What follows belongs to an exercise in optimizing a design on an open flow for small area; a production flow would make more cautious choices.
Function was checked by simulation only, so behaviour that the tests miss may differ from the original.
Power is estimated from default activity; no workload was simulated.

File: flow/design.v
`timescale 1ns / 1ps
module main
(clk, rst, JA,Left, Right,Up, Down,  sw,led, seg, an );
input clk,rst,Up,Down,Left,Right;
input [7:0] sw;
output [7:0] JA;
output [7:0] led;
output [6:0] seg;
output [3:0] an;
wire oneHz, tick;
wire [1:0] state;
wire combo_en;
wire [2:0] mtr;             
wire is_pm;                 
wire [3:0] nextArrow, a0, a1, a2, a3;
wire correctHit, incorrectHit;
wire [2:0] multiplier;
wire [4:0] s_th, c_th;
wire [3:0] s_h, s_t, s_u, c_h, c_t, c_u;
wire right_d1, right_d2;
clock firstclock (.clk(clk), .rst(rst), .state(state), .oneHz_CLK(oneHz), .display_CLK(tick),
    .mtr(mtr), .is_pm(is_pm));
stateGenerator Findstate (.clk(clk), .rst(rst), .pauseSwitch(sw[6]), .combo(sw[7]),
    .right_d1(right_d1), .right_d2(right_d2), .output_state(state), .display_combo_en(combo_en));
random Numberrandom (.clk(clk), .rst(rst), .metronome_clk(oneHz), .metronome_prev(mtr[2]),
    .sw(sw[7:1]), .state(state), .random_arrow(nextArrow));
arrow Calarrow (.clk(clk), .rst(rst), .state(state), .shift(is_pm), .next_arrow(nextArrow),
    .arrow0(a0), .arrow1(a1), .arrow2(a2), .arrow3(a3));
collision Calmatch (.clk(clk), .rst(rst), .state(state), .metronome_clk(oneHz), .is_pm(is_pm),
    .Up(Up), .Down(Down), .Left(Left), .Right(Right), .arrow(a3),
    .right_d1(right_d1), .right_d2(right_d2),
    .correctHit(correctHit), .incorrectHit(incorrectHit));
score Findscore (.clk(clk), .rst(rst), .state(state), .correctHit(correctHit),
    .incorrectHit(incorrectHit), .multiplier(multiplier),
    .s_th(s_th), .s_h(s_h), .s_t(s_t), .s_u(s_u),
    .c_th(c_th), .c_h(c_h), .c_t(c_t), .c_u(c_u));
display Display (.clk(clk), .rst(rst), .tick(tick), .metronome_clk(oneHz), .state(state),
    .combo_enable(combo_en), .a0(a0), .a1(a1), .a2(a2), .a3(a3),
    .s_th(s_th), .s_h(s_h), .s_t(s_t), .s_u(s_u),
    .c_th(c_th), .c_h(c_h), .c_t(c_t), .c_u(c_u), .seg(seg), .an(an));
music music (.clk(clk), .rst(rst), .speaker(JA[0]));
assign JA[7:1] = 7'b0000000;
assign led = {correctHit, incorrectHit, state, 1'b0, multiplier};
endmodule
`timescale 1ns / 1ps
module clock (clk, rst, state, oneHz_CLK, display_CLK, mtr, is_pm);
input clk, rst;
input [1:0] state;
output oneHz_CLK, display_CLK;
output reg [2:0] mtr;
output reg is_pm;
reg [2:0] ScreenDivid;
reg Screen_reg;
reg [7:0] DividOneHz;
always @(posedge clk)
    if (rst || state == 2'd2) begin
        ScreenDivid <= 0; Screen_reg <= 0; DividOneHz <= 0;
    end else begin
        ScreenDivid <= ScreenDivid + 3'd1;
        Screen_reg <= (ScreenDivid == 3'd7);
        if (Screen_reg) DividOneHz <= DividOneHz + 8'd1;
    end
assign oneHz_CLK = |DividOneHz;
assign display_CLK = Screen_reg;
always @(posedge clk)
    if (rst) begin
        mtr <= 0; is_pm <= 0;
    end else begin
        mtr <= {oneHz_CLK, mtr[2:1]};
        is_pm <= ~mtr[0] & mtr[1];
    end
endmodule
module stateGenerator (clk, rst, pauseSwitch, combo, right_d1, right_d2, output_state, display_combo_en);
input clk, rst, pauseSwitch, combo, right_d1, right_d2;
output reg [1:0] output_state;
output reg display_combo_en;
reg [1:0] ShowComboReg;
wire Reset = right_d1 | right_d2;
always @(posedge clk)
    if (rst)
        ShowComboReg <= 2'b00;
    else if (combo)
        ShowComboReg <= 2'b11;
    else
        ShowComboReg <= {1'b0, ShowComboReg[1]};
always @(posedge clk)
    if (rst) begin
        output_state <= 2'd2;
        display_combo_en <= 0;
    end else begin
        output_state <= !pauseSwitch ? 2'd0 : Reset ? 2'd2 : 2'd1;
        display_combo_en <= pauseSwitch & ShowComboReg[0];
    end
endmodule
`timescale 1ns / 1ps
module random (clk, rst, metronome_clk, metronome_prev, sw, state, random_arrow);
input clk, rst, metronome_clk, metronome_prev;
input [1:0] state;
input [6:0] sw;
output reg [3:0] random_arrow;
reg [6:0] RandomR;
reg Re;
always @(posedge clk)
    if (rst) begin
        RandomR <= 0; Re <= 0;
    end else if (state == 2'd2)
        RandomR <= sw;
    else if (metronome_clk & ~metronome_prev) begin
        Re <= ~(RandomR[6] ^ RandomR[5]);
        RandomR <= {Re, RandomR[6:1]};
    end
always @*
    case (RandomR % 7'd11)
        7'd0: random_arrow = 4'b1000;    
        7'd1: random_arrow = 4'b0100;    
        7'd2: random_arrow = 4'b0010;    
        7'd3: random_arrow = 4'b0001;    
        7'd4: random_arrow = 4'b1100;    
        7'd5: random_arrow = 4'b1010;    
        7'd6: random_arrow = 4'b1001;    
        7'd7: random_arrow = 4'b0110;    
        7'd8: random_arrow = 4'b0101;    
        7'd9: random_arrow = 4'b0011;    
        default: random_arrow = 4'b0000;  
    endcase
endmodule
`timescale 1ns / 1ps
module score (clk, rst, state, correctHit, incorrectHit, multiplier,
    s_th, s_h, s_t, s_u, c_th, c_h, c_t, c_u);
input clk, rst, correctHit, incorrectHit;
input [1:0] state;
output [2:0] multiplier;               
output reg [4:0] s_th, c_th;
output reg [3:0] s_h, s_t, s_u, c_h, c_t, c_u;
reg [2:0] MMissed, HHit;
reg isMissed, isHit;
always @(posedge clk)
    if (rst) begin
        MMissed <= 0; isMissed <= 0; HHit <= 0; isHit <= 0;
    end else begin
        MMissed <= {incorrectHit, MMissed[2:1]};
        isMissed <= ~MMissed[0] & MMissed[1];
        HHit <= {correctHit, HHit[2:1]};
        isHit <= ~HHit[0] & HHit[1];
    end
reg [1:0] mult;                        
assign multiplier = {mult == 2'd2, mult == 2'd1, mult == 2'd0};
function [16:0] dec_add;
    input [4:0] th; input [3:0] h, t, u; input [2:0] k;
    reg [4:0] us; reg [3:0] nu, nt, nh; reg [4:0] nth; reg cu, ct, ch;
    begin
        us = u + k;
        cu = us >= 5'd10;
        nu = cu ? us - 5'd10 : us;
        ct = cu && t == 4'd9;
        nt = ct ? 4'd0 : t + cu;
        ch = ct && h == 4'd9;
        nh = ch ? 4'd0 : h + ct;
        nth = th + ch;
        if (nth == 5'd16 && nh == 4'd3 && nt == 4'd8 && nu >= 4'd4)
            dec_add = {5'd0, 4'd0, 4'd0, nu - 4'd4};
        else
            dec_add = {nth, nh, nt, nu};
    end
endfunction
wire combo_ge3 = c_th != 0 || c_h != 0 || c_t != 0 || c_u >= 4'd3;
wire combo_ge6 = c_th != 0 || c_h != 0 || c_t != 0 || c_u >= 4'd6;
reg [1:0] m;
reg [16:0] cz;
always @(posedge clk)
    if (rst) begin
        mult <= 0;
        {s_th, s_h, s_t, s_u} <= 0;
        {c_th, c_h, c_t, c_u} <= 0;
    end else begin
        m = mult;
        cz = {c_th, c_h, c_t, c_u};
        if (isHit)
            m = combo_ge6 ? 2'd2 : combo_ge3 ? 2'd1 : 2'd0;
        if (isMissed) begin
            m = 0; cz = 0;
        end
        case (state)
            2'd0: begin
                {s_th, s_h, s_t, s_u} <= dec_add(s_th, s_h, s_t, s_u,
                                                 isHit ? (3'd1 << m) : 3'd0);
                {c_th, c_h, c_t, c_u} <= dec_add(cz[16:12], cz[11:8], cz[7:4], cz[3:0],
                                                 {2'b00, isHit});
            end
            2'd2: begin
                m = 0;
                {s_th, s_h, s_t, s_u} <= 0;
                {c_th, c_h, c_t, c_u} <= 0;
            end
            default: {c_th, c_h, c_t, c_u} <= cz;
        endcase
        mult <= m;
    end
endmodule
`timescale 1ns / 1ps
module arrow (clk, rst, state, shift, next_arrow, arrow0, arrow1, arrow2, arrow3);
input clk, rst, shift;
input [1:0] state;
input [3:0] next_arrow;
output reg [3:0] arrow0, arrow1, arrow2, arrow3;
always @(posedge clk)
    if (rst || state == 2'd2) begin
        arrow0 <= 0; arrow1 <= 0; arrow2 <= 0; arrow3 <= 0;
    end else if (state == 2'd0 && shift) begin
        arrow3 <= arrow2; arrow2 <= arrow1; arrow1 <= arrow0; arrow0 <= next_arrow;
    end
endmodule
`timescale 1ns / 1ps
module display (clk, rst, tick, metronome_clk, state, combo_enable, a0, a1, a2, a3,
    s_th, s_h, s_t, s_u, c_th, c_h, c_t, c_u, seg, an);
input clk, rst, tick, metronome_clk, combo_enable;
input [1:0] state;
input [3:0] a0, a1, a2, a3;
input [4:0] s_th, c_th;
input [3:0] s_h, s_t, s_u, c_h, c_t, c_u;
output reg [6:0] seg;
output [3:0] an;
reg [1:0] PosClockReg;
reg isPosClock;
always @(posedge clk)
    if (rst) begin
        PosClockReg <= 0; isPosClock <= 0;
    end else if (tick) begin
        PosClockReg <= {metronome_clk, PosClockReg[1]};
        isPosClock <= ~PosClockReg[0] & PosClockReg[1];
    end
function [4:0] enc_th;
    input [4:0] v;
    case (v)
        5'd10: enc_th = 5'b11000;
        5'd11: enc_th = 5'b10100;
        5'd12: enc_th = 5'b10010;
        5'd13: enc_th = 5'b10001;
        5'd14: enc_th = 5'b11100;
        5'd15: enc_th = 5'b11010;
        5'd16: enc_th = 5'b11001;
        default: enc_th = {1'b0, v[3:0]};
    endcase
endfunction
reg [4:0] tmpx, tmpy, tmpz, tmpq;
reg [1:0] DisReg;
reg ticked;
wire [4:0] th = combo_enable ? c_th : s_th;
wire [3:0] h = combo_enable ? c_h : s_h;
wire [3:0] t = combo_enable ? c_t : s_t;
wire [3:0] u = combo_enable ? c_u : s_u;
always @(posedge clk)
    if (rst) begin
        DisReg <= 0; ticked <= 0;
        tmpx <= 5'b10000; tmpy <= 5'b10000; tmpz <= 5'b10000; tmpq <= 5'b10000;
    end else if (tick) begin
        if (state == 2'd1) begin
            tmpx <= enc_th(th); tmpy <= {1'b0, h}; tmpz <= {1'b0, t}; tmpq <= {1'b0, u};
        end else if (state == 2'd0 && isPosClock) begin
            tmpx <= {1'b1, a0}; tmpy <= {1'b1, a1}; tmpz <= {1'b1, a2}; tmpq <= {1'b1, a3};
        end
        DisReg <= DisReg + 2'd1;
        ticked <= 1;
    end
assign an = ticked ? ~(4'b1000 >> DisReg) : 4'b1111;
reg [4:0] num;
always @*
    case (DisReg)
        2'd0: num = tmpx;
        2'd1: num = tmpy;
        2'd2: num = tmpz;
        default: num = tmpq;
    endcase
always @*
    if (num[4])
        seg = {1'b1, ~num[1], ~num[1], ~num[2], ~num[0], ~num[0], ~num[3]};
    else
        case (num[3:0])
            4'd0: seg = 7'b1000000;
            4'd1: seg = 7'b1111001;
            4'd2: seg = 7'b0100100;
            4'd3: seg = 7'b0110000;
            4'd4: seg = 7'b0011001;
            4'd5: seg = 7'b0010010;
            4'd6: seg = 7'b0000010;
            4'd7: seg = 7'b1111000;
            4'd8: seg = 7'b0000000;
            4'd9: seg = 7'b0011000;
            default: seg = 7'b1111111;
        endcase
endmodule
`timescale 1ns / 1ps
module collision (clk, rst, state, metronome_clk, is_pm, Up, Down, Left, Right, arrow,
    right_d1, right_d2, correctHit, incorrectHit);
input clk, rst, metronome_clk, is_pm, Up, Down, Left, Right;
input [1:0] state;
input [3:0] arrow;
output right_d1, right_d2;
output reg correctHit, incorrectHit;
reg [2:0] pu, pd, pl, pr;
reg eu, ed, el, er;
always @(posedge clk)
    if (rst) begin
        pu <= 0; pd <= 0; pl <= 0; pr <= 0;
        eu <= 0; ed <= 0; el <= 0; er <= 0;
    end else begin
        pu <= {Up, pu[2:1]}; pd <= {Down, pd[2:1]};
        pl <= {Left, pl[2:1]}; pr <= {Right, pr[2:1]};
        eu <= ~pu[0] & pu[1]; ed <= ~pd[0] & pd[1];
        el <= ~pl[0] & pl[1]; er <= ~pr[0] & pr[1];
    end
assign right_d1 = pr[2];
assign right_d2 = pr[1];
reg [3:0] keys;
reg [3:0] k;
reg c, i;
function [4:0] press;    
    input [3:0] m;
    input [3:0] key;
    if ((m & key) != 0 || (m[3] + m[2] + m[1] + m[0]) == 2)
        press = {1'b1, m};
    else
        press = {1'b0, m | key};
endfunction
always @(posedge clk)
    if (rst) begin
        keys <= 0; correctHit <= 0; incorrectHit <= 0;
    end else begin
        k = keys; c = correctHit; i = incorrectHit;
        if (is_pm) begin
            k = 0; c = 0; i = 0;
        end
        if (state == 2'd0) begin
            if (metronome_clk && !c && !i) begin
                if (el) begin {i, k} = press(k, 4'b0010) | {i, 4'b0000}; end
                if (er) begin {i, k} = press(k, 4'b0001) | {i, 4'b0000}; end
                if (eu) begin {i, k} = press(k, 4'b1000) | {i, 4'b0000}; end
                if (ed) begin {i, k} = press(k, 4'b0100) | {i, 4'b0000}; end
                if (k == arrow)
                    c = 1;
                else if (k != 0)
                    i = 1;
            end else if (!metronome_clk) begin
                if (eu | ed | el | er | !c)
                    i = 1;
            end
        end
        keys <= k; correctHit <= c; incorrectHit <= i;
    end
endmodule
module music(
    input clk,
    input rst,
    output reg speaker
);
reg [21:0] tone_cnt;
always @(posedge clk)
    if (rst) tone_cnt <= 22'd1;
    else tone_cnt <= tone_cnt + 22'd1;
wire [2:0] rom_code;
music_ROM get_fullnote(.address(tone_cnt[21:14]), .code(rom_code));
reg [2:0] note_code;           
always @(posedge clk)
    if (rst) note_code <= 0;
    else note_code <= rom_code;
wire [8:0] clkdivider;
wire [7:0] octave_reload;
divide_by12 get_divider(.code(note_code), .clkdivider(clkdivider), .octave_reload(octave_reload));
reg [8:0] counter_note;
reg [7:0] counter_octave;
always @(posedge clk) if (rst) counter_note <= 0; else counter_note <= counter_note == 0 ? clkdivider : counter_note - 9'd1;
always @(posedge clk) if (rst) counter_octave <= 0; else if (counter_note == 0) counter_octave <= counter_octave == 0 ? octave_reload : counter_octave - 8'd1;
always @(posedge clk) if (rst) speaker <= 0; else if (counter_note == 0 && counter_octave == 0 && note_code != 0 && tone_cnt[13:10] != 0) speaker <= ~speaker;
endmodule
module music_ROM(input [7:0] address, output reg [2:0] code);
always @*
case (address)
  8'd0: code = 3'd6;
  8'd1: code = 3'd6;
  8'd2: code = 3'd6;
  8'd3: code = 3'd6;
  8'd4: code = 3'd6;
  8'd5: code = 3'd6;
  8'd6: code = 3'd6;
  8'd7: code = 3'd6;
  8'd8: code = 3'd6;
  8'd9: code = 3'd6;
  8'd10: code = 3'd6;
  8'd11: code = 3'd6;
  8'd12: code = 3'd6;
  8'd13: code = 3'd6;
  8'd14: code = 3'd6;
  8'd15: code = 3'd6;
  8'd16: code = 3'd6;
  8'd17: code = 3'd6;
  8'd18: code = 3'd6;
  8'd19: code = 3'd6;
  8'd20: code = 3'd6;
  8'd21: code = 3'd6;
  8'd22: code = 3'd1;
  8'd23: code = 3'd1;
  8'd24: code = 3'd6;
  8'd25: code = 3'd6;
  8'd26: code = 3'd6;
  8'd27: code = 3'd6;
  8'd28: code = 3'd6;
  8'd29: code = 3'd6;
  8'd30: code = 3'd6;
  8'd31: code = 3'd6;
  8'd32: code = 3'd6;
  8'd33: code = 3'd6;
  8'd34: code = 3'd6;
  8'd35: code = 3'd6;
  8'd36: code = 3'd6;
  8'd37: code = 3'd6;
  8'd38: code = 3'd6;
  8'd39: code = 3'd6;
  8'd40: code = 3'd3;
  8'd41: code = 3'd3;
  8'd42: code = 3'd3;
  8'd43: code = 3'd3;
  8'd44: code = 3'd2;
  8'd45: code = 3'd2;
  8'd46: code = 3'd1;
  8'd47: code = 3'd1;
  8'd48: code = 3'd6;
  8'd49: code = 3'd6;
  8'd50: code = 3'd6;
  8'd51: code = 3'd6;
  8'd52: code = 3'd6;
  8'd53: code = 3'd6;
  8'd54: code = 3'd5;
  8'd55: code = 3'd5;
  8'd56: code = 3'd6;
  8'd57: code = 3'd6;
  8'd58: code = 3'd6;
  8'd59: code = 3'd6;
  8'd60: code = 3'd1;
  8'd61: code = 3'd1;
  8'd62: code = 3'd2;
  8'd63: code = 3'd2;
  8'd64: code = 3'd6;
  8'd65: code = 3'd6;
  8'd66: code = 3'd1;
  8'd67: code = 3'd1;
  8'd68: code = 3'd6;
  8'd69: code = 3'd6;
  8'd70: code = 3'd6;
  8'd71: code = 3'd6;
  8'd72: code = 3'd3;
  8'd73: code = 3'd3;
  8'd74: code = 3'd2;
  8'd75: code = 3'd2;
  8'd76: code = 3'd5;
  8'd77: code = 3'd5;
  8'd78: code = 3'd4;
  8'd79: code = 3'd4;
  8'd80: code = 3'd4;
  8'd81: code = 3'd4;
  8'd82: code = 3'd2;
  8'd83: code = 3'd2;
  8'd84: code = 3'd1;
  8'd85: code = 3'd1;
  8'd86: code = 3'd6;
  8'd87: code = 3'd6;
  8'd88: code = 3'd6;
  8'd89: code = 3'd6;
  8'd90: code = 3'd6;
  8'd91: code = 3'd6;
  8'd92: code = 3'd6;
  8'd93: code = 3'd6;
  8'd94: code = 3'd6;
  8'd95: code = 3'd6;
  8'd96: code = 3'd5;
  8'd97: code = 3'd5;
  8'd98: code = 3'd4;
  8'd100: code = 3'd4;
  8'd101: code = 3'd6;
  8'd102: code = 3'd6;
  default: code = 3'd0;
endcase
endmodule
module divide_by12(
    input [2:0] code,
    output reg [8:0] clkdivider,
    output reg [7:0] octave_reload
);
always @*
    case (code)
        3'd1: begin clkdivider = 9'd303; octave_reload = 8'd127; end    
        3'd2: begin clkdivider = 9'd270; octave_reload = 8'd127; end    
        3'd3: begin clkdivider = 9'd482; octave_reload = 8'd63;  end    
        3'd4: begin clkdivider = 9'd455; octave_reload = 8'd63;  end    
        3'd5: begin clkdivider = 9'd405; octave_reload = 8'd63;  end    
        3'd6: begin clkdivider = 9'd341; octave_reload = 8'd63;  end    
        default: begin clkdivider = 9'd511; octave_reload = 8'd255; end  
    endcase
endmodule
File: flow/run.sh
#!/bin/bash
# synth_recipe.tcl (not shown) runs the flow's synth.tcl, then flattens the netlist and writes it again
# the make line also repeats each setting of config.mk as NAME=value (left out here)
make -C /OpenROAD-flow-scripts/flow DESIGN_CONFIG=/design/flow/config.mk WORK_HOME=/design/flow/orfs CLKGATE_MAP_FILE= SYNTH_SCRIPT=/design/flow/synth_recipe.tcl finish
File: flow/config.mk
export PLATFORM = sky130hd
export DESIGN_NAME = main
export DESIGN_NICKNAME = main
export VERILOG_FILES = /design/flow/design.v
export SDC_FILE = /design/flow/constraint.sdc
export NUM_CORES = 4
export LEC_CHECK = 0
export ABC_AREA = 1
export CAP_MARGIN = 20
export CORE_MARGIN = 2
export CORE_UTILIZATION = 40
export SLEW_MARGIN = 20
File: flow/constraint.sdc
create_clock -name core_clock -period 150.0 [get_ports {clk}]
set_input_delay 30.0000 -clock core_clock [delete_from_list [all_inputs] [get_ports {clk}]]
set_output_delay 30.0000 -clock core_clock [all_outputs]
set_load 0.01 [all_outputs]
==> summary.txt, run 1 <==
Yosys reg bits = 178
RSZ-0062 raised after global routing = no
hold path depth = 1
initial core utilization = 40.9%
Remaining DRCs = 0
Hold Path Sink = Calmatch.ed$_SDFF_PP0_
syn_area_per_cell = 7.23 um2
initial antenna violation count = 0
Critical Path RT = 120,000 ps
Place WS = 117,200 ps
post-CTS setup buffer count = 0
routed vias/inst = 4.98
Vias = 8,641
clock tree buffer depth = 2
synth unique cells = 59
Routed Antenna Nets = 0
largest net degree at the start of global routing = 65
GRT overflow = 0
total of max-cap violations = 0
final period utilization = 22.2%
Critical Path Source Type = flip-flop
Min Hold Slack = 389 ps
Post-synth EDFFs = 0
crit path cell chain = inv_1, ha_1, a22o_1, o22ai_1, inv_1, ha_1, or2_2, o211ai_1, nand3_1, clkdlybuf4s50_1
most common cell after layout, fill and taps aside = nand2_1
Crit path largest cell delay = 510 ps
Total GRT Usage = 17.3%
Fin Clk Skew = 11.2 ps
worst-case vdd ir drop = 0.00864 mV
r2r startpoint = firstclock.is_pm$_SDFF_PP0_
reg-to-reg slack, setup = 142,390 ps
max reg flops = 22
CP max-delay cell = clkdlybuf4s50_1
synthesis-to-finish area growth = 11.8%
crit path capture type = output pin
HP Class = reg2reg
Biggest register = music.tone_cnt
Final Net Count = 1,479
CP arrival = 3240 ps
Largest regs = music.tone_cnt: 22 flops, music.counter_note: 9 flops
relative slew slack = 42.4%
Syn. warnings = 10
Slew Viols, Final = 0
worst skew pair latency = 430 ps
Final Critical Period = 33,240 ps
worst slew pin tran = 860 ps
min-delay src = Calmatch.pd[0]$_SDFF_PP0_
core area = 24,500 um2
reg2reg end = Calmatch.incorrectHit$_SDFF_PP0_
die area = 26,300 um2
outcome = no timing/DRC/antenna violations
clock buffer count from CTS = 17
RD Place Congestion = 0.825
fin util = 45.7%
Die X = 162 um
CTS tree = built
layout cell share with drive strength beyond 1 = 7.22%
H-tree Lvls = 4
worst reg2reg path depth = 40
most frequent cells in the layout = nand2_1, inv_1, dfxtp_1, nor2_1, a21oi_1
Final Instance Area = 11,200 um2
first-pass GRT wire length = 37,700 um
Max FO, Critical Path = 7
post-synthesis sequential area ratio = 35.6%
Setup Viol. Count Final = 0
Routed WL per cell = 12.7 um
Root Buffer = clkbuf_16
DRT Pass-1 Iters = 4
Post-CTS Hold Fix Bufs = 0
Cells after Synth = 1,385
vias in the first global route = 7,967
Main synth FF type = dfxtp_1
IO buf count = 31
1st-iter DRT viols = 557
Worst-path clk slew = 80 ps
die height = 162 um
DP HPWL = 16,100 um
placed cell area = 10,600 um2
ys async rst share = 0%
Sink Count = 178
post-cts sizing count = 0
final setup margin = 116,760 ps
setup_tns = 0 ps
ant diodes = 0
num ports = 41
Post-Syn Area = 10,000 um2
start-to-end type of the worst setup path = reg2out
pwr/cell area = 11.0 nW/um2
Final Hold Vio Count = 0
wirelength, routed = 22,100 um
leak pwr = 4.82 nW
Rows = 57
fmax = 30.1 MHz
## per-stage QoR
step,std cells,power [mW]
after floorplan,1392,0.0746
after detailed placement,1704,0.0794
after global placement,1704,0.0792
after CTS,1736,0.125
after global routing,1736,0.131
final,1736,0.123
## area by class of cell
| class | count | area, um2 |
|---|---|---|
| clock inverters | 15 | 188 |
| flip-flops and latches | 178 | 3560 |
| fillers | 2455 | 13300 |
| inverters | 194 | 731 |
| repair buffers | 39 | 368 |
| multi-input cells | 969 | 5510 |
| well taps | 324 | 405 |
| clock buffers | 17 | 425 |
## routing by layer
metal	vias up	GRT usage (%)	wire (um)
met4	0	4.51	269
met2	124	28.6	10100
met5	-	0	0
met3	17	2.71	739
met1	3904	23.7	11000
li1	4596	-	-
## worst max path at each step
stage / start / end / slack (ps)
floorplan: Display.DisReg[0]$_SDFFE_PP0P_ / seg[6] / 117950
global placement: Display.DisReg[0]$_SDFFE_PP0P_ / seg[6] / 117180
detailed placement: Display.DisReg[0]$_SDFFE_PP0P_ / seg[6] / 117200
CTS: Display.DisReg[0]$_SDFFE_PP0P_ / seg[6] / 116730
global route: Display.DisReg[0]$_SDFFE_PP0P_ / seg[3] / 116480
finish: Display.DisReg[0]$_SDFFE_PP0P_ / seg[6] / 116760
## Yosys cell counts (all sizes together) (19+ instances only)
master	count	area, um2
nand3	74	428
o21ai	78	390
a21oi	122	622
inv	189	712
nand2	274	1170
buf	20	118
nor3	33	170
ha	61	763
nor2	158	629
xor2	21	191
dfxtp	178	3560
clkbuf	31	116
a211oi	19	143
o211ai	25	188
## critical path, delay by kind of cell, from the launching register on
kind	cells	cell delay, ps
compound gates	3	780
fa+ha+maj	2	510
buf+inv	3	750
flops	1	390
simple gates	2	390
## power by group
part           internal (mW)  switching (mW)
Combinational        0.00953          0.0170
Sequential            0.0499         0.00186
Clock                 0.0227          0.0221
Total                 0.0822          0.0410
## cell families (layout without fill, tap and decap cells)
| kind of cell | after synthesis | after routing | share of synthesized area [%] |
|---|---|---|---|
| buffers and inverters | 245 | 265 | 9.64 |
| DFF | 178 | 178 | 35.6 |
| AOI/OAI and AO/OA | 288 | 288 | 16.8 |
| xor gates and xnor gates | 30 | 30 | 2.70 |
| and+or+nand+nor | 577 | 577 | 26.7 |
| other | 1 | 8 | 0.0375 |
| adders and majority gates | 66 | 66 | 8.63 |
==> run 2, diff against run 1 <==
--- a/flow/design.v
+++ b/flow/design.v
@@ -53,12 +53,23 @@
 reg Screen_reg;
 reg [7:0] DividOneHz;
-always @(posedge clk)
-    if (rst || state == 2'd2) begin
-        ScreenDivid <= 0; Screen_reg <= 0; DividOneHz <= 0;
-    end else begin
-        ScreenDivid <= ScreenDivid + 3'd1;
-        Screen_reg <= (ScreenDivid == 3'd7);
-        if (Screen_reg) DividOneHz <= DividOneHz + 8'd1;
+function [7:0] inc8;
+    input [7:0] x; input ci;
+    integer j; reg c;
+    begin
+        c = ci;
+        for (j = 0; j < 8; j = j + 1) begin
+            inc8[j] = x[j] ^ c;
+            c = c & x[j];
+        end
     end
+endfunction
+wire clr = rst | (state == 2'd2);
+wire [7:0] sd_n = inc8({5'd0, ScreenDivid}, 1'b1);
+wire [7:0] dv_n = inc8(DividOneHz, Screen_reg);
+always @(posedge clk) begin
+    ScreenDivid <= clr ? 3'd0 : sd_n[2:0];
+    Screen_reg <= ~clr & (ScreenDivid == 3'd7);
+    DividOneHz <= clr ? 8'd0 : dv_n;
+end
 assign oneHz_CLK = |DividOneHz;
 assign display_CLK = Screen_reg;
@@ -98,5 +109,5 @@
 input [1:0] state;
 input [6:0] sw;
-output reg [3:0] random_arrow;
+output [3:0] random_arrow;
 reg [6:0] RandomR;
 reg Re;
@@ -110,18 +121,13 @@
         RandomR <= {Re, RandomR[6:1]};
     end
-always @*
-    case (RandomR % 7'd11)
-        7'd0: random_arrow = 4'b1000;    
-        7'd1: random_arrow = 4'b0100;    
-        7'd2: random_arrow = 4'b0010;    
-        7'd3: random_arrow = 4'b0001;    
-        7'd4: random_arrow = 4'b1100;    
-        7'd5: random_arrow = 4'b1010;    
-        7'd6: random_arrow = 4'b1001;    
-        7'd7: random_arrow = 4'b0110;    
-        7'd8: random_arrow = 4'b0101;    
-        7'd9: random_arrow = 4'b0011;    
-        default: random_arrow = 4'b0000;  
-    endcase
+localparam [63:0] HI_MOD = 64'ha2580369147a2580;    
+localparam [127:0] MASK = 128'h3569ac124803569ac124803569ac1248;
+wire [3:0] h = HI_MOD[RandomR[6:3] * 4 +: 4];
+wire [2:0] l = RandomR[2:0];
+wire c1 = l[0] & h[0];
+wire c2 = (l[1] & h[1]) | (c1 & (l[1] ^ h[1]));
+wire c3 = (l[2] & h[2]) | (c2 & (l[2] ^ h[2]));
+wire [4:0] s = {h[3] & c3, h[3] ^ c3, l[2] ^ h[2] ^ c2, l[1] ^ h[1] ^ c1, l[0] ^ h[0]};
+assign random_arrow = MASK[s * 4 +: 4];
 endmodule
 `timescale 1ns / 1ps
@@ -145,56 +151,111 @@
     end
 reg [1:0] mult;                        
-assign multiplier = {mult == 2'd2, mult == 2'd1, mult == 2'd0};
-function [16:0] dec_add;
-    input [4:0] th; input [3:0] h, t, u; input [2:0] k;
-    reg [4:0] us; reg [3:0] nu, nt, nh; reg [4:0] nth; reg cu, ct, ch;
+assign multiplier = {mult[1], mult[0], ~mult[1] & ~mult[0]};
+function [4:0] dinc;
+    input [3:0] d; input ci;
+    reg co, c1, c2, c3;
     begin
-        us = u + k;
-        cu = us >= 5'd10;
-        nu = cu ? us - 5'd10 : us;
-        ct = cu && t == 4'd9;
-        nt = ct ? 4'd0 : t + cu;
-        ch = ct && h == 4'd9;
-        nh = ch ? 4'd0 : h + ct;
-        nth = th + ch;
-        if (nth == 5'd16 && nh == 4'd3 && nt == 4'd8 && nu >= 4'd4)
-            dec_add = {5'd0, 4'd0, 4'd0, nu - 4'd4};
-        else
-            dec_add = {nth, nh, nt, nu};
+        co = ci & d[3] & d[0];
+        c1 = ci & d[0]; c2 = c1 & d[1]; c3 = c2 & d[2];
+        dinc = {co, (d[3] ^ c3) & ~co, d[2] ^ c2, (d[1] ^ c1) & ~co, d[0] ^ ci};
     end
 endfunction
-wire combo_ge3 = c_th != 0 || c_h != 0 || c_t != 0 || c_u >= 4'd3;
-wire combo_ge6 = c_th != 0 || c_h != 0 || c_t != 0 || c_u >= 4'd6;
-reg [1:0] m;
-reg [16:0] cz;
-always @(posedge clk)
-    if (rst) begin
-        mult <= 0;
-        {s_th, s_h, s_t, s_u} <= 0;
-        {c_th, c_h, c_t, c_u} <= 0;
-    end else begin
-        m = mult;
-        cz = {c_th, c_h, c_t, c_u};
-        if (isHit)
-            m = combo_ge6 ? 2'd2 : combo_ge3 ? 2'd1 : 2'd0;
-        if (isMissed) begin
-            m = 0; cz = 0;
-        end
-        case (state)
-            2'd0: begin
-                {s_th, s_h, s_t, s_u} <= dec_add(s_th, s_h, s_t, s_u,
-                                                 isHit ? (3'd1 << m) : 3'd0);
-                {c_th, c_h, c_t, c_u} <= dec_add(cz[16:12], cz[11:8], cz[7:4], cz[3:0],
-                                                 {2'b00, isHit});
-            end
-            2'd2: begin
-                m = 0;
-                {s_th, s_h, s_t, s_u} <= 0;
-                {c_th, c_h, c_t, c_u} <= 0;
-            end
-            default: {c_th, c_h, c_t, c_u} <= cz;
-        endcase
-        mult <= m;
+function [4:0] uadd;
+    input [3:0] u; input [1:0] sel;
+    case ({u, sel})
+        6'd0: uadd = 5'd0;
+        6'd1: uadd = 5'd1;
+        6'd2: uadd = 5'd2;
+        6'd3: uadd = 5'd4;
+        6'd4: uadd = 5'd1;
+        6'd5: uadd = 5'd2;
+        6'd6: uadd = 5'd3;
+        6'd7: uadd = 5'd5;
+        6'd8: uadd = 5'd2;
+        6'd9: uadd = 5'd3;
+        6'd10: uadd = 5'd4;
+        6'd11: uadd = 5'd6;
+        6'd12: uadd = 5'd3;
+        6'd13: uadd = 5'd4;
+        6'd14: uadd = 5'd5;
+        6'd15: uadd = 5'd7;
+        6'd16: uadd = 5'd4;
+        6'd17: uadd = 5'd5;
+        6'd18: uadd = 5'd6;
+        6'd19: uadd = 5'd8;
+        6'd20: uadd = 5'd5;
+        6'd21: uadd = 5'd6;
+        6'd22: uadd = 5'd7;
+        6'd23: uadd = 5'd9;
+        6'd24: uadd = 5'd6;
+        6'd25: uadd = 5'd7;
+        6'd26: uadd = 5'd8;
+        6'd27: uadd = 5'd16;
+        6'd28: uadd = 5'd7;
+        6'd29: uadd = 5'd8;
+        6'd30: uadd = 5'd9;
+        6'd31: uadd = 5'd17;
+        6'd32: uadd = 5'd8;
+        6'd33: uadd = 5'd9;
+        6'd34: uadd = 5'd16;
+        6'd35: uadd = 5'd18;
+        6'd36: uadd = 5'd9;
+        6'd37: uadd = 5'd16;
+        6'd38: uadd = 5'd17;
+        6'd39: uadd = 5'd19;
+        6'd40: uadd = 5'd10;
+        6'd41: uadd = 5'd11;
+        6'd42: uadd = 5'd12;
+        6'd43: uadd = 5'd14;
+        6'd44: uadd = 5'd11;
+        6'd45: uadd = 5'd12;
+        6'd46: uadd = 5'd13;
+        6'd47: uadd = 5'd15;
+        6'd48: uadd = 5'd12;
+        6'd49: uadd = 5'd13;
+        6'd50: uadd = 5'd14;
+        6'd51: uadd = 5'd0;
+        6'd52: uadd = 5'd13;
+        6'd53: uadd = 5'd14;
+        6'd54: uadd = 5'd15;
+        6'd55: uadd = 5'd1;
+        6'd56: uadd = 5'd14;
+        6'd57: uadd = 5'd15;
+        6'd58: uadd = 5'd0;
+        6'd59: uadd = 5'd2;
+        6'd60: uadd = 5'd15;
+        6'd61: uadd = 5'd0;
+        6'd62: uadd = 5'd1;
+        6'd63: uadd = 5'd3;
+    endcase
+endfunction
+function [16:0] dnext;
+    input [4:0] th; input [3:0] h, t; input [4:0] ures;
+    reg [4:0] rt, rh; reg [4:0] nth; reg c4, w;
+    begin
+        rt = dinc(t, ures[4]);
+        rh = dinc(h, rt[4]);
+        c4 = rh[4];
+        nth = {th[4] ^ (c4 & th[3] & th[2] & th[1] & th[0]), th[3] ^ (c4 & th[2] & th[1] & th[0]),
+               th[2] ^ (c4 & th[1] & th[0]), th[1] ^ (c4 & th[0]), th[0] ^ c4};
+        w = th[4] & h[1] & h[0] & t[3] & ures[2];
+        dnext = {nth[4] & ~w, nth[3:0], rh[3:2], rh[1:0] & ~{w, w}, rt[3] & ~w, rt[2:0],
+                 ures[3], ures[2] & ~w, ures[1:0]};
     end
+endfunction
+wire clr = rst | (state == 2'd2);
+wire hit = isHit & (state == 2'd0) & ~rst;
+wire combo_big = (c_th != 0) | (c_h != 0) | (c_t != 0);
+wire combo_ge3 = combo_big | (c_u >= 4'd3);
+wire combo_ge6 = combo_big | (c_u >= 4'd6);
+wire [1:0] m = (isMissed | clr) ? 2'd0 : isHit ? {combo_ge6, ~combo_ge6 & combo_ge3} : mult;
+wire [16:0] sb = clr ? 17'd0 : {s_th, s_h, s_t, s_u};
+wire [16:0] cb = (clr | isMissed) ? 17'd0 : {c_th, c_h, c_t, c_u};
+always @(posedge clk) begin
+    mult <= m;
+    {s_th, s_h, s_t, s_u} <= dnext(sb[16:12], sb[11:8], sb[7:4],
+                                   uadd(sb[3:0], hit ? m + 2'd1 : 2'd0));
+    {c_th, c_h, c_t, c_u} <= dnext(cb[16:12], cb[11:8], cb[7:4], dinc(cb[3:0], hit));
+end
 endmodule
 `timescale 1ns / 1ps
@@ -295,5 +356,5 @@
 input clk, rst, metronome_clk, is_pm, Up, Down, Left, Right;
 input [1:0] state;
-input [3:0] arrow;
+input [3:0] arrow;                    
 output right_d1, right_d2;
 output reg correctHit, incorrectHit;
@@ -312,39 +373,19 @@
 assign right_d1 = pr[2];
 assign right_d2 = pr[1];
-reg [3:0] keys;
-reg [3:0] k;
-reg c, i;
-function [4:0] press;    
-    input [3:0] m;
-    input [3:0] key;
-    if ((m & key) != 0 || (m[3] + m[2] + m[1] + m[0]) == 2)
-        press = {1'b1, m};
-    else
-        press = {1'b0, m | key};
-endfunction
+wire any = eu | ed | el | er;
+wire many = (eu & ed & (el | er)) | (el & er & (eu | ed));
+wire [3:0] keys = !many ? {eu, ed, el, er} : (el & er) ? 4'b0011 : {2'b10, el, er};
+wire match = keys == arrow;
+wire c = correctHit & ~is_pm;
+wire i = incorrectHit & ~is_pm;
+wire play = state == 2'd0;
+wire judge = play & metronome_clk & ~c & ~i;
 always @(posedge clk)
     if (rst) begin
-        keys <= 0; correctHit <= 0; incorrectHit <= 0;
+        correctHit <= 0; incorrectHit <= 0;
     end else begin
-        k = keys; c = correctHit; i = incorrectHit;
-        if (is_pm) begin
-            k = 0; c = 0; i = 0;
-        end
-        if (state == 2'd0) begin
-            if (metronome_clk && !c && !i) begin
-                if (el) begin {i, k} = press(k, 4'b0010) | {i, 4'b0000}; end
-                if (er) begin {i, k} = press(k, 4'b0001) | {i, 4'b0000}; end
-                if (eu) begin {i, k} = press(k, 4'b1000) | {i, 4'b0000}; end
-                if (ed) begin {i, k} = press(k, 4'b0100) | {i, 4'b0000}; end
-                if (k == arrow)
-                    c = 1;
-                else if (k != 0)
-                    i = 1;
-            end else if (!metronome_clk) begin
-                if (eu | ed | el | er | !c)
-                    i = 1;
-            end
-        end
-        keys <= k; correctHit <= c; incorrectHit <= i;
+        correctHit <= judge ? match : c;
+        incorrectHit <= judge ? (many | (~match & (keys != 4'b0000)))
+                      : (play & ~metronome_clk) ? (i | any | ~c) : i;
     end
 endmodule
@@ -354,14 +395,34 @@
     output reg speaker
 );
+function [21:0] inc22;
+    input [21:0] x;
+    integer j; reg c;
+    begin
+        c = 1'b1;
+        for (j = 0; j < 22; j = j + 1) begin
+            inc22[j] = x[j] ^ c;
+            c = c & x[j];
+        end
+    end
+endfunction
+function [8:0] dec9;
+    input [8:0] x;
+    integer j; reg b;
+    begin
+        b = 1'b1;
+        for (j = 0; j < 9; j = j + 1) begin
+            dec9[j] = x[j] ^ b;
+            b = b & ~x[j];
+        end
+    end
+endfunction
 reg [21:0] tone_cnt;
 always @(posedge clk)
-    if (rst) tone_cnt <= 22'd1;
-    else tone_cnt <= tone_cnt + 22'd1;
+    tone_cnt <= rst ? 22'd1 : inc22(tone_cnt);
 wire [2:0] rom_code;
 music_ROM get_fullnote(.address(tone_cnt[21:14]), .code(rom_code));
 reg [2:0] note_code;           
 always @(posedge clk)
-    if (rst) note_code <= 0;
-    else note_code <= rom_code;
+    note_code <= rst ? 3'd0 : rom_code;
 wire [8:0] clkdivider;
 wire [7:0] octave_reload;
@@ -369,7 +430,13 @@
 reg [8:0] counter_note;
 reg [7:0] counter_octave;
-always @(posedge clk) if (rst) counter_note <= 0; else counter_note <= counter_note == 0 ? clkdivider : counter_note - 9'd1;
-always @(posedge clk) if (rst) counter_octave <= 0; else if (counter_note == 0) counter_octave <= counter_octave == 0 ? octave_reload : counter_octave - 8'd1;
-always @(posedge clk) if (rst) speaker <= 0; else if (counter_note == 0 && counter_octave == 0 && note_code != 0 && tone_cnt[13:10] != 0) speaker <= ~speaker;
+wire note_zero = counter_note == 9'd0;
+wire octave_zero = counter_octave == 8'd0;
+wire [8:0] note_dec = dec9(counter_note);
+wire [8:0] octave_dec = dec9({1'b0, counter_octave});
+always @(posedge clk) begin
+    counter_note <= rst ? 9'd0 : note_zero ? clkdivider : note_dec;
+    counter_octave <= rst ? 8'd0 : !note_zero ? counter_octave : octave_zero ? octave_reload : octave_dec[7:0];
+    speaker <= rst ? 1'b0 : speaker ^ (note_zero & octave_zero & (note_code != 3'd0) & (tone_cnt[13:10] != 4'd0));
+end
 endmodule
 module music_ROM(input [7:0] address, output reg [2:0] code);
--- a/flow/config.mk
+++ b/flow/config.mk
@@ -10,3 +10,4 @@
 export CORE_MARGIN = 2
 export CORE_UTILIZATION = 40
+export CTS_BUF_LIST = sky130_fd_sc_hd__clkbuf_8
 export SLEW_MARGIN = 20
==> summary.txt, run 2 <==
post-synthesis simple-gate area fraction = 20.3% (was 26.6%)
r2r startpoint = music.tone_cnt[0]$_SDFF_PP1_ (was firstclock.is_pm$_SDFF_PP0_)
Remaining DRCs = 0 (unchanged)
H-tree Lvls = 4 (unchanged)
Rows = 54 (was 57)
start-to-end type of the worst setup path = in2reg (was reg2out)
outcome = no timing/DRC/antenna violations (unchanged)
Routed WL per cell = 12.4 um (was 12.7 um)
Root Buffer = clkbuf_8 (was clkbuf_16)
Max FO, Critical Path = 81 (was 7)
clock buffer count from CTS = 17 (unchanged)
synthesis-to-finish area growth = 10.2% (was 11.8%)
synth unique cells = 53 (was 59)
ranking of synthesized cells by area = dfxtp_1, ha_1, inv_1 (was dfxtp_1, nand2_1, ha_1)
routed vias/inst = 4.81 (was 4.98)
CP arrival = 33,830 ps (was 3240 ps)
post-CTS setup buffer count = 0 (unchanged)
Yosys reg bits = 174 (was 178)
Post-synth EDFFs = 0 (unchanged)
top-count cell post-synth = inv_1 (was nand2_1)
Post-Syn Area = 8880 um2 (was 10,000 um2)
leak pwr = 4.41 nW (was 4.82 nW)
post-synthesis compound-gate area fraction = 14.5% (was 16.8%)
RD Place Congestion = 0.844 (was 0.825)
worst-case vdd ir drop = 0.00554 mV (was 0.00864 mV)
Place WS = 116,040 ps (was 117,200 ps)
Sink Count = 174 (was 178)
Fin Clk Skew = 15.3 ps (was 11.2 ps)
Worst-path clk slew = 100 ps (was 80 ps)
pwr/cell area = 10.6 nW/um2 (was 11.0 nW/um2)
reg2reg end = music.tone_cnt[21]$_SDFF_PP0_ (was Calmatch.incorrectHit$_SDFF_PP0_)
Biggest register = music.tone_cnt (unchanged)
Synth top area share = 39.2% (was 35.6%)
reg-to-reg slack, setup = 145,350 ps (was 142,390 ps)
ys async rst share = 0% (unchanged)
mux contribution to synthesized area = 0% (unchanged)
worst reg2reg path depth = 22 (was 40)
initial core utilization = 40.7% (was 40.9%)
Post-synth top cells = inv_1, dfxtp_1, nor2_1, nand2_1, ha_1 (was nand2_1, inv_1, dfxtp_1, nor2_1, a21oi_1)
Vias = 7,087 (was 8,641)
total of max-cap violations = 0 (unchanged)
Post-CTS Hold Fix Bufs = 0 (unchanged)
1st-iter DRT viols = 351 (was 557)
max reg flops = 22 (unchanged)
Overall Power = 0.103 mW (was 0.123 mW)
post-synthesis sequential area ratio = 39.2% (was 35.6%)
Worst Setup EP = Findscore.s_h[3]$_DFF_P_ (was seg[6])
Critical Path Start = rst (was Display.DisReg[0]$_SDFFE_PP0P_)
fin util = 44.9% (was 45.7%)
most common cell after layout, fill and taps aside = inv_1 (was nand2_1)
DP HPWL = 13,300 um (was 16,100 um)
most frequent cells in the layout = inv_1, dfxtp_1, nor2_1, nand2_1, ha_1 (was nand2_1, inv_1, dfxtp_1, nor2_1, a21oi_1)
fmax = 29.9 MHz (was 30.1 MHz)
vias in the first global route = 6,420 (was 7,967)
crit path capture type = flip-flop (was output pin)
Final Critical Period = 33,470 ps (was 33,240 ps)
clock tree buffer depth = 2 (unchanged)
Syn. warnings = 10 (unchanged)
RSZ-0062 raised after global routing = no (unchanged)
worst slew pin tran = 986 ps (was 860 ps)
Total GRT Usage = 15.8% (was 17.3%)
setup_tns = 0 ps (unchanged)
HP Class = reg2reg (unchanged)
Final Net Count = 1,290 (was 1,479)
post-cts sizing count = 0 (unchanged)
layout cell share with drive strength beyond 1 = 5.44% (was 7.22%)
core area = 21,800 um2 (was 24,500 um2)
DRT Pass-1 Iters = 5 (was 4)
ant diodes = 0 (unchanged)
XOR/XNOR Fraction of Synth Area = 1.68% (was 2.70%)
die height = 153 um (was 162 um)
final period utilization = 22.3% (was 22.2%)
largest net degree at the start of global routing = 82 (was 65)
Critical Path Source Type = input pin (was flip-flop)
worst skew pair latency = 460 ps (was 430 ps)
IO buf count = 31 (unchanged)
Largest regs = music.tone_cnt: 22 flops, music.counter_note: 9 flops (unchanged)
Cells after Synth = 1,166 (was 1,385)
first-pass GRT wire length = 30,800 um (was 37,700 um)
Die X = 153 um (was 162 um)
Setup Viol. Count Final = 0 (unchanged)
Main synth FF type = dfxtp_1 (unchanged)
area leader, netlist = dfxtp_1 (unchanged)
Routed Antenna Nets = 0 (unchanged)
CTS tree = built (unchanged)
wirelength, routed = 18,300 um (was 22,100 um)
initial antenna violation count = 0 (unchanged)
relative slew slack = 34.2% (was 42.4%)
Min Hold Slack = 390 ps (was 389 ps)
Critical Path RT = 150,360 ps (was 120,000 ps)
GRT overflow = 0 (unchanged)
Final Hold Vio Count = 0 (unchanged)
num ports = 41 (unchanged)
largest family of logic cells by synthesized area = simple AND/OR/NAND/NOR gates (unchanged)
Slew Viols, Final = 0 (unchanged)
syn_area_per_cell = 7.62 um2 (was 7.23 um2)
die area = 23,400 um2 (was 26,300 um2)
Adder-Cell Fraction of Synth Area = 13.5% (was 8.63%)
final setup margin = 116,530 ps (was 116,760 ps)
Fillers = 2,211 (was 2,455)
==> run 2: cell types whose count changed in the layout (fill, tap and decap cells not counted), moves of 10 or more <==
cell       change
o21ai_0       +15
nand2_1      -111
nor2_1        +20
nand3_1       -28
xor2_1        -12
nand2_2       -10
ha_1          +32
o211ai_1      -11
a211oi_1      -10
clkbuf_16     -17
a21oi_1       -48
clkbuf_8      +18
==> run 2: cell type report <==
| class | instances | area, um2 | area share, % |
|---|---|---|---|
| multi-input combinational | 757 | 4470 | 45.7 |
| sequential | 174 | 3480 | 35.6 |
| inverter | 198 | 746 | 7.62 |
| tap | 280 | 350 | 3.58 |
| timing repair buffer | 33 | 320 | 3.27 |
| clock buffer | 18 | 248 | 2.53 |
| clock inverter | 14 | 171 | 1.75 |
==> run 2: critical path, stage by stage <==
cell and delay (ps):
buf_2 80, buf_4 620, inv_2 470, nand2_4 480, nor2_8 90, inv_4 200, nor2_4 50, nand3_2 110
nand2_1 110, inv_1 90, ha_1 140, nand2_1 80, nand4_2 120, nand2_2 110, nand2_1 80, inv_1 70
ha_1 200, ha_1 190, ha_1 200, xor2_1 160, nand2_1 70, inv_1 30
==> run 2: how the worst min path moves through the flow <==
stage,start,to,slack [ps],cells past startpoint
2_1_floorplan,music.tone_cnt[0]$_SDFF_PP1_,music.tone_cnt[0]$_SDFF_PP1_,370,1
3_3_place_gp,firstclock.mtr[0]$_SDFF_PP0_,firstclock.is_pm$_SDFF_PP0_,380,1
5_1_grt,Calmatch.pr[0]$_SDFF_PP0_,Calmatch.er$_SDFF_PP0_,400,1
4_1_cts,firstclock.mtr[0]$_SDFF_PP0_,firstclock.is_pm$_SDFF_PP0_,390,1
3_5_place_dp,firstclock.mtr[0]$_SDFF_PP0_,firstclock.is_pm$_SDFF_PP0_,380,1
6_report,firstclock.mtr[0]$_SDFF_PP0_,firstclock.is_pm$_SDFF_PP0_,390,1
==> run 2: per-layer routing <==
metal	track usage, %	wire (um)
met5	0	0
met2	24.4	8010
met4	3.70	146
met1	22.3	9380
met3	3.80	755
==> run 2: report_power, final <==
part           internal, mW  total, mW  switching, mW
Clock                0.0132     0.0332         0.0199
Combinational       0.00779     0.0201         0.0123
Sequential           0.0487     0.0500        0.00138
==> run 2: kinds of logic (layout without fill, tap and decap cells) <==
logic type | count (synthesis) | in the layout
xor gates and xnor gates | 17 | 17
adders and majority gates | 95 | 95
other | 1 | 8
AOI/OAI and AO/OA | 225 | 225
buffers and inverters | 242 | 263
and+or+nand+nor | 412 | 412
DFF | 174 | 174
==> run 2: metrics by stage <==
step / std cells / cell area, um2
final: 1474 / 9790
after global routing: 1474 / 9790
after CTS: 1474 / 9790
after detailed placement: 1442 / 9370
after global placement: 1442 / 9370
after floorplan: 1173 / 8910
==> run 3, diff against run 2 <==
--- a/flow/config.mk
+++ b/flow/config.mk
@@ -10,4 +10,3 @@
 export CORE_MARGIN = 2
 export CORE_UTILIZATION = 40
-export CTS_BUF_LIST = sky130_fd_sc_hd__clkbuf_8
 export SLEW_MARGIN = 20
==> summary.txt, run 3 <==
worst skew pair latency = 430 ps (was 460 ps)
Fin Clk Skew = 9.42 ps (was 15.3 ps)
first-pass GRT wire length = 31,100 um (was 30,800 um)
max reg flops = 22 (unchanged)
die height = 153 um (unchanged)
Remaining DRCs = 0 (unchanged)
Post-Syn Area = 8880 um2 (unchanged)
HP Class = reg2reg (unchanged)
Final Instance Area = 9980 um2 (was 9790 um2)
met2 wire length = 8160 um (was 8010 um)
initial antenna violation count = 0 (unchanged)
CP arrival = 33,810 ps (was 33,830 ps)
relative slew slack = 34.9% (was 34.2%)
num ports = 41 (unchanged)
Final Hold Vio Count = 0 (unchanged)
Root Buffer = clkbuf_16 (was clkbuf_8)
vias in the first global route = 6,459 (was 6,420)
Routed WL per cell = 12.5 um (was 12.4 um)
IO buf count = 31 (unchanged)
Post-synth top cells = inv_1, dfxtp_1, nor2_1, nand2_1, ha_1 (unchanged)
RD Place Congestion = 0.844 (unchanged)
fin util = 45.7% (was 44.9%)
layout cell share with drive strength beyond 1 = 5.44% (unchanged)
H-tree Lvls = 4 (unchanged)
highest routed metal layer = met4 (unchanged)
Critical Path RT = 150,330 ps (was 150,360 ps)
initial core utilization = 40.7% (unchanged)
ranking of synthesized cells by area = dfxtp_1, ha_1, inv_1 (unchanged)
most frequent cells in the layout = inv_1, dfxtp_1, nor2_1, nand2_1, ha_1 (unchanged)
Yosys reg bits = 174 (unchanged)
Sw Share = 30.7% (was 32.6%)
Adder-Cell Fraction of Synth Area = 13.5% (unchanged)
Worst-path clk slew = 70 ps (was 100 ps)
mux contribution to synthesized area = 0% (unchanged)
crit path capture type = flip-flop (unchanged)
Met1 Wirelength = 9380 um (about the same)
Setup Viol. Count Final = 0 (unchanged)
outcome = no timing/DRC/antenna violations (unchanged)
clock tree buffer depth = 2 (unchanged)
DP HPWL = 13,300 um (unchanged)
post-synthesis compound-gate area fraction = 14.5% (unchanged)
wirelength, routed = 18,500 um (was 18,300 um)
Biggest register = music.tone_cnt (unchanged)
post-synthesis sequential area ratio = 39.2% (unchanged)
RSZ-0062 raised after global routing = no (unchanged)
DRT Pass-1 Iters = 5 (unchanged)
fmax = 29.9 MHz (about the same)
largest family of logic cells by synthesized area = simple AND/OR/NAND/NOR gates (unchanged)
pwr/cell area = 11.5 nW/um2 (was 10.6 nW/um2)
Syn. warnings = 10 (unchanged)
final setup margin = 116,520 ps (was 116,530 ps)
Max FO, Critical Path = 81 (unchanged)
post-synthesis simple-gate area fraction = 20.3% (unchanged)
Largest regs = music.tone_cnt: 22 flops, music.counter_note: 9 flops (unchanged)
Crit path largest cell delay = 630 ps (was 620 ps)
Slew Viols, Final = 0 (unchanged)
worst slew pin tran = 975 ps (was 986 ps)
Main synth FF type = dfxtp_1 (unchanged)
largest net degree at the start of global routing = 82 (unchanged)
Clk pwr share = 38.9% (was 32.1%)
Min Hold Slack = 386 ps (was 390 ps)
crit path cell chain = buf_2, buf_4, inv_2, nand2_4, nor2_8, inv_4, nor2_4, nand3_2, nand2_1, inv_1, ha_1, nand2_1, nand4_2, nand2_2, nand2_1, inv_1, ha_1, ha_1, ha_1, xor2_1, nand2_1, inv_1 (unchanged)
syn_area_per_cell = 7.62 um2 (unchanged)
Place WS = 116,040 ps (unchanged)
CTS tree = built (unchanged)
routed vias/inst = 4.84 (was 4.81)
Synth top area share = 39.2% (unchanged)
placed cell area = 9370 um2 (unchanged)
Psw = 0.0352 mW (was 0.0336 mW)
ant diodes = 0 (unchanged)
Routed Antenna Nets = 0 (unchanged)
post-cts sizing count = 0 (unchanged)
Internal = 0.0795 mW (was 0.0697 mW)
Combinational Power Share = 17.5% (was 19.5%)
Total GRT Usage = 16.0% (was 15.8%)
die area = 23,400 um2 (unchanged)
CP max-delay cell = buf_4 (unchanged)
Flop pwr share = 43.7% (was 48.4%)
Final Net Count = 1,290 (unchanged)
Die X = 153 um (unchanged)
Sink Count = 174 (unchanged)
most common cell after layout, fill and taps aside = inv_1 (unchanged)
Rows = 54 (unchanged)
Post-synth EDFFs = 0 (unchanged)
setup_tns = 0 ps (unchanged)
XOR/XNOR Fraction of Synth Area = 1.68% (unchanged)
Vias = 7,139 (was 7,087)
leak pwr = 4.50 nW (was 4.41 nW)
final period utilization = 22.3% (about the same)
clock buffer count from CTS = 17 (unchanged)
worst-case vdd ir drop = 0.00648 mV (was 0.00554 mV)
top-count cell post-synth = inv_1 (unchanged)
1st-iter DRT viols = 371 (was 351)
synthesis-to-finish area growth = 12.4% (was 10.2%)
post-CTS setup buffer count = 0 (unchanged)
start-to-end type of the worst setup path = in2reg (unchanged)
Critical Path Source Type = input pin (unchanged)
Final Critical Period = 33,480 ps (was 33,470 ps)
total of max-cap violations = 0 (unchanged)
Cells after Synth = 1,166 (unchanged)
synth unique cells = 53 (unchanged)
core area = 21,800 um2 (unchanged)
GRT overflow = 0 (unchanged)
area leader, netlist = dfxtp_1 (unchanged)
Post-CTS Hold Fix Bufs = 0 (unchanged)
Met3 Routed Length = 774 um (was 755 um)
ys async rst share = 0% (unchanged)
[run 3: cell types whose count changed in the layout (fill, tap and decap cells not counted)]
cell	before	now
clkbuf_16	0	17
clkbuf_8	18	1
[run 3: cell families (layout without fill, tap and decap cells)]
family,count (synthesis),in the layout
compound gates,225,225
xor+xnor,17,17
fa+ha+maj,95,95
buf+inv,242,263
flops,174,174
other cells,1,8
simple gates,412,412
[run 3: critical path: cells and delay by family]
family        cells  cell delay, ps
buf+inv           7            1570
simple gates     10            1300
fa+ha+maj         4             730
xor+xnor          1             160
[run 3: per-layer routing]
layer / up-vias / track usage [%]
li1: 3791 / -
met5: - / 0
met2: 127 / 24.9
met3: 8 / 3.71
met4: 0 / 4.10
met1: 3213 / 22.4
[run 3: metrics by stage]
step / std cells / power (mW)
floorplan: 1173 / 0.0667
global placement: 1442 / 0.0706
detailed placement: 1442 / 0.0709
CTS: 1474 / 0.116
global route: 1474 / 0.121
finish: 1474 / 0.115
[run 3: path summary, 6_finish.rpt]
kind	from	end	slack [ps]	depth (start not counted)
worst max-delay path	rst	Findscore.s_h[3]$_DFF_P_	116520	22
worst min-delay path	firstclock.mtr[0]$_SDFF_PP0_	firstclock.is_pm$_SDFF_PP0_	390	1
worst max register to register	music.tone_cnt[0]$_SDFF_PP1_	music.tone_cnt[21]$_SDFF_PP0_	145350	22
worst min register to register	firstclock.mtr[0]$_SDFF_PP0_	firstclock.is_pm$_SDFF_PP0_	390	1
[run 3: layout make-up]
cell class / count / area [um2]
clock buffer: 18 / 439
inverter: 198 / 746
tap: 280 / 350
sequential: 174 / 3480
timing repair buffer: 33 / 320
clock inverter: 14 / 171
fill: 2182 / 11800
multi-input combinational: 757 / 4470
[run 3: power groups by stage]
stage | logic, mW | registers (mW) | clock network, mW
after global placement | 0.0195 | 0.0511 | 0
after detailed placement | 0.0198 | 0.0511 | 0
after global routing | 0.0230 | 0.0504 | 0.0478
final | 0.0201 | 0.0501 | 0.0446
after floorplan | 0.0160 | 0.0507 | 0
after CTS | 0.0202 | 0.0501 | 0.0457
==> run 4, diff against run 3 <==
==> flow/flow/run.sh (new file) <==
#!/bin/bash
# Own flow: the standard synthesis, the logic (not the flip-flops) mapped again with a
# stronger ABC area script, then the standard layout from floorplan to finish.
set -euo pipefail
W=$PWD
R=$W/orfs/results/$FLOW_PLATFORM/main/base
YOSYS=$FLOW_HOME/../tools/install/yosys/bin/yosys
LIB=$FLOW_HOME/platforms/sky130hd/lib/sky130_fd_sc_hd__tt_025C_1v80.lib

bash standard.sh synth > synth.log 2>&1
cp "$R/1_2_yosys.v" std.v
sed "s#@LIB@#$LIB#g; s#@DIR@#$W/flow#g" flow/remap1.ys > remap1.ys
sed "s#@LIB@#$LIB#g; s#@DIR@#$W/flow#g" flow/remap2.ys > remap2.ys
"$YOSYS" -s remap1.ys > remap1.log 2>&1
"$YOSYS" -s remap2.ys > remap2.log 2>&1
cp new.v "$R/1_2_yosys.v"
rm -f "$R/1_synth.odb" "$R/1_synth.sdc"
bash standard.sh finish > finish.log 2>&1
==> flow/flow/remap.abc (new file) <==
strash
dc2
balance; rewrite; refactor; balance; rewrite; rewrite -z; balance; refactor -z; rewrite -z; balance
dch -f
map -a
strash
balance; resub -K 6; rewrite; resub -K 6 -N 2; refactor; resub -K 8; balance; resub -K 8 -N 2; rewrite; resub -K 10; rewrite -z; resub -K 10 -N 2; balance; resub -K 12; refactor -z; resub -K 12 -N 2; rewrite -z; balance
dch -f
map -a
mfs2
strash
dch -f
map -a
topo
==> flow/flow/remap1.ys (new file) <==
# Flatten the standard synthesis netlist's logic cells into generic gates; flip-flops stay cells.
read_liberty -ignore_miss_func @LIB@
blackbox sky130_fd_sc_hd__df* sky130_fd_sc_hd__dl* sky130_fd_sc_hd__sdf* sky130_fd_sc_hd__edf*
read_verilog std.v
hierarchy -top main
flatten
opt_clean -purge
write_verilog -noattr generic.v
==> flow/flow/remap2.ys (new file) <==
# Map the logic again with a stronger ABC area script; the flip-flops are untouched.
read_liberty -lib @LIB@
read_verilog generic.v
hierarchy -top main
opt_clean -purge
techmap
opt -fast
abc -script @DIR@/remap.abc -liberty @LIB@ -dont_use sky130_fd_sc_hd__probe_p_8 -dont_use sky130_fd_sc_hd__probec_p_8 -dont_use sky130_fd_sc_hd__lpflow_bleeder_1 -dont_use sky130_fd_sc_hd__lpflow_clkbufkapwr_1 -dont_use sky130_fd_sc_hd__lpflow_clkbufkapwr_16 -dont_use sky130_fd_sc_hd__lpflow_clkbufkapwr_2 -dont_use sky130_fd_sc_hd__lpflow_clkbufkapwr_4 -dont_use sky130_fd_sc_hd__lpflow_clkbufkapwr_8 -dont_use sky130_fd_sc_hd__lpflow_clkinvkapwr_1 -dont_use sky130_fd_sc_hd__lpflow_clkinvkapwr_16 -dont_use sky130_fd_sc_hd__lpflow_clkinvkapwr_2 -dont_use sky130_fd_sc_hd__lpflow_clkinvkapwr_4 -dont_use sky130_fd_sc_hd__lpflow_clkinvkapwr_8 -dont_use sky130_fd_sc_hd__lpflow_decapkapwr_12 -dont_use sky130_fd_sc_hd__lpflow_decapkapwr_3 -dont_use sky130_fd_sc_hd__lpflow_decapkapwr_4 -dont_use sky130_fd_sc_hd__lpflow_decapkapwr_6 -dont_use sky130_fd_sc_hd__lpflow_decapkapwr_8 -dont_use sky130_fd_sc_hd__lpflow_inputiso0n_1 -dont_use sky130_fd_sc_hd__lpflow_inputiso0p_1 -dont_use sky130_fd_sc_hd__lpflow_inputiso1n_1 -dont_use sky130_fd_sc_hd__lpflow_inputiso1p_1 -dont_use sky130_fd_sc_hd__lpflow_inputisolatch_1 -dont_use sky130_fd_sc_hd__lpflow_isobufsrc_1 -dont_use sky130_fd_sc_hd__lpflow_isobufsrc_16 -dont_use sky130_fd_sc_hd__lpflow_isobufsrc_2 -dont_use sky130_fd_sc_hd__lpflow_isobufsrc_4 -dont_use sky130_fd_sc_hd__lpflow_isobufsrc_8 -dont_use sky130_fd_sc_hd__lpflow_isobufsrckapwr_16 -dont_use sky130_fd_sc_hd__lpflow_lsbuf_lh_hl_isowell_tap_1 -dont_use sky130_fd_sc_hd__lpflow_lsbuf_lh_hl_isowell_tap_2 -dont_use sky130_fd_sc_hd__lpflow_lsbuf_lh_hl_isowell_tap_4 -dont_use sky130_fd_sc_hd__lpflow_lsbuf_lh_isowell_4 -dont_use sky130_fd_sc_hd__lpflow_lsbuf_lh_isowell_tap_1 -dont_use sky130_fd_sc_hd__lpflow_lsbuf_lh_isowell_tap_2 -dont_use sky130_fd_sc_hd__lpflow_lsbuf_lh_isowell_tap_4 
opt_clean -purge
hilomap -singleton -hicell sky130_fd_sc_hd__conb_1 HI -locell sky130_fd_sc_hd__conb_1 LO
insbuf -buf sky130_fd_sc_hd__buf_4 A X
splitnets
opt_clean -purge
tee -o remap.stat stat -liberty @LIB@
check -assert
write_verilog -noattr -nohex -nodec new.v
==> flow/standard.sh (new file) <==
#!/bin/bash
# synth_recipe.tcl (not shown) runs the flow's synth.tcl, then flattens the netlist and writes it again
# the make line also repeats each setting of config.mk as NAME=value (left out here)
make -C /OpenROAD-flow-scripts/flow DESIGN_CONFIG=/design/flow/config.mk WORK_HOME=/design/flow/orfs CLKGATE_MAP_FILE= SYNTH_SCRIPT=/design/flow/synth_recipe.tcl "${@:-finish}"
removed: flow/run.sh
==> summary.txt, run 4 <==
Routed Antenna Nets = 0 (unchanged)
total of max-cap violations = 0 (unchanged)
initial core utilization = 40.7% (about the same)
post-cts sizing count = 0 (unchanged)
worst slew pin tran = 1020 ps (was 975 ps)
Rows = 50 (was 54)
fmax = 29.2 MHz (was 29.9 MHz)
Biggest register = music.tone_cnt (unchanged)
Slew Viols, Final = 0 (unchanged)
DRT Pass-1 Iters = 5 (unchanged)
clock buffer count from CTS = 17 (unchanged)
Fin Clk Skew = 17.2 ps (was 9.42 ps)
Final Instance Area = 8630 um2 (was 9980 um2)
Final Net Count = 1,106 (was 1,290)
Final Hold Vio Count = 0 (unchanged)
Place WS = 115,430 ps (was 116,040 ps)
start-to-end type of the worst setup path = in2reg (unchanged)
IO buf count = 31 (unchanged)
Routed WL per cell = 12.1 um (was 12.5 um)
max reg flops = 22 (unchanged)
Critical Path RT = 150,330 ps (about the same)
Largest regs = music.tone_cnt: 22 flops, music.counter_note: 9 flops (unchanged)
RD Place Congestion = 0.849 (was 0.844)
Overall Power = 0.107 mW (was 0.115 mW)
RSZ-0062 raised after global routing = no (unchanged)
largest net degree at the start of global routing = 49 (was 82)
ant diodes = 0 (unchanged)
Syn. warnings = 10 (unchanged)
CTS tree = built (unchanged)
Remaining DRCs = 0 (unchanged)
outcome = no timing/DRC/antenna violations (unchanged)
core area = 18,600 um2 (was 21,800 um2)
relative slew slack = 31.9% (was 34.9%)
Vias = 6,553 (was 7,139)
clock tree buffer depth = 2 (unchanged)
pwr/cell area = 12.4 nW/um2 (was 11.5 nW/um2)
synthesis-to-finish area growth = 13.8% (was 12.4%)
final setup margin = 115,790 ps (was 116,520 ps)
crit path capture type = flip-flop (unchanged)
Setup Viol. Count Final = 0 (unchanged)
leak pwr = 3.11 nW (was 4.50 nW)
initial antenna violation count = 0 (unchanged)
# placed instances = 1,307 (was 1,442)
routed vias/inst = 4.90 (was 4.84)
num ports = 41 (unchanged)
setup_tns = 0 ps (unchanged)
vias in the first global route = 5,772 (was 6,459)
final period utilization = 22.8% (was 22.3%)
first-pass GRT wire length = 27,200 um (was 31,100 um)
Total GRT Usage = 16.7% (was 16.0%)
placed cell area = 8030 um2 (was 9370 um2)
wirelength, routed = 16,100 um (was 18,500 um)
CP arrival = 34,540 ps (was 33,810 ps)
H-tree Lvls = 4 (unchanged)
Post-Syn Area = 7590 um2 (was 8880 um2)
post-CTS setup buffer count = 0 (unchanged)
Worst-path clk slew = 60 ps (was 70 ps)
DP HPWL = 11,900 um (was 13,300 um)
GRT overflow = 0 (unchanged)
Max FO, Critical Path = 13 (was 81)
Critical Path Source Type = input pin (unchanged)
syn_area_per_cell = 7.16 um2 (was 7.62 um2)
most frequent cells in the layout = nor2_1, clkinv_1, dfxtp_1, o21ai_0, nand2_1 (was inv_1, dfxtp_1, nor2_1, nand2_1, ha_1)
Sink Count = 174 (unchanged)
Root Buffer = clkbuf_16 (unchanged)
Final Critical Period = 34,210 ps (was 33,480 ps)
Die X = 142 um (was 153 um)
Post-CTS Hold Fix Bufs = 0 (unchanged)
Cells after Synth = 1,059 (was 1,166)
HP Class = reg2reg (unchanged)
Post-Layout Cell Count = 1,338 (was 1,474)
die area = 20,100 um2 (was 23,400 um2)
1st-iter DRT viols = 315 (was 371)
worst skew pair latency = 430 ps (about the same)
most common cell after layout, fill and taps aside = nor2_1 (was inv_1)
die height = 142 um (was 153 um)
layout cell share with drive strength beyond 1 = 3.71% (was 5.44%)
worst-case vdd ir drop = 0.00791 mV (was 0.00648 mV)
-- run 4: final timing paths --
kind,cells past startpoint,start,slack [ps],end
setup / recovery,24,rst,115790,Findscore.s_th[4]$_DFF_P_
hold / removal,1,Findscore.HHit[0]$_SDFF_PP0_,380,Findscore.isHit$_SDFF_PP0_
hold reg to reg,1,Findscore.HHit[0]$_SDFF_PP0_,380,Findscore.isHit$_SDFF_PP0_
setup reg to reg,26,Findstate.output_state[0]$_SDFF_PP0_,144550,Findscore.s_th[4]$_DFF_P_
-- run 4: cell type report --
type | instances | area (um2)
Fill cell | 1904 | 10000
Clock inverter | 11 | 141
Clock buffer | 20 | 457
Multi-Input combinational cell | 682 | 3240
Sequential cell | 174 | 3480
Inverter | 183 | 687
Tap cell | 234 | 293
Timing Repair Buffer | 34 | 328
-- run 4: metrics by stage --
| step | hold slack [ps] | utilization [%] |
|---|---|---|
| after global routing | 390 | 46.3 |
| final | 382 | 46.3 |
| after CTS | 385 | 46.3 |
| after global placement | 375 | 43.1 |
| after floorplan | 372 | - |
| after detailed placement | 379 | 43.1 |
-- run 4: metal layers --
layer	GRT usage (%)	part of all wire, %	vias up
li1	-	-	3542
met3	3.64	2.8	15
met1	22.4	51	2902
met2	26.9	45	94
met4	5.21	1.3	0
met5	0	0	-
-- run 4: power breakdown --
| part | total [mW] | switching [mW] | internal [mW] |
|---|---|---|---|
| Combinational | 0.0123 | 0.00795 | 0.00435 |
| Clock | 0.0447 | 0.0178 | 0.0269 |
| Sequential | 0.0500 | 0.00133 | 0.0486 |
| Total | 0.107 | 0.0271 | 0.0799 |
-- run 4: critical path: stages --
cell      delay (ps)
buf_2            200
nor2_2           160
clkinv_1         430
nor2_1           830
clkinv_1         500
a21oi_1          290
nand2_1          100
nand2_1          110
a21oi_1           70
nor3_1           250
a21oi_1           70
clkinv_1          90
nand2_1           70
clkinv_1         110
nand2_1           80
clkinv_1          80
nand2_1           70
nor3_1           330
nand2_1          100
clkinv_1          90
nand2_1           70
nor2_1           200
a21oi_1           60
a211oi_1         170
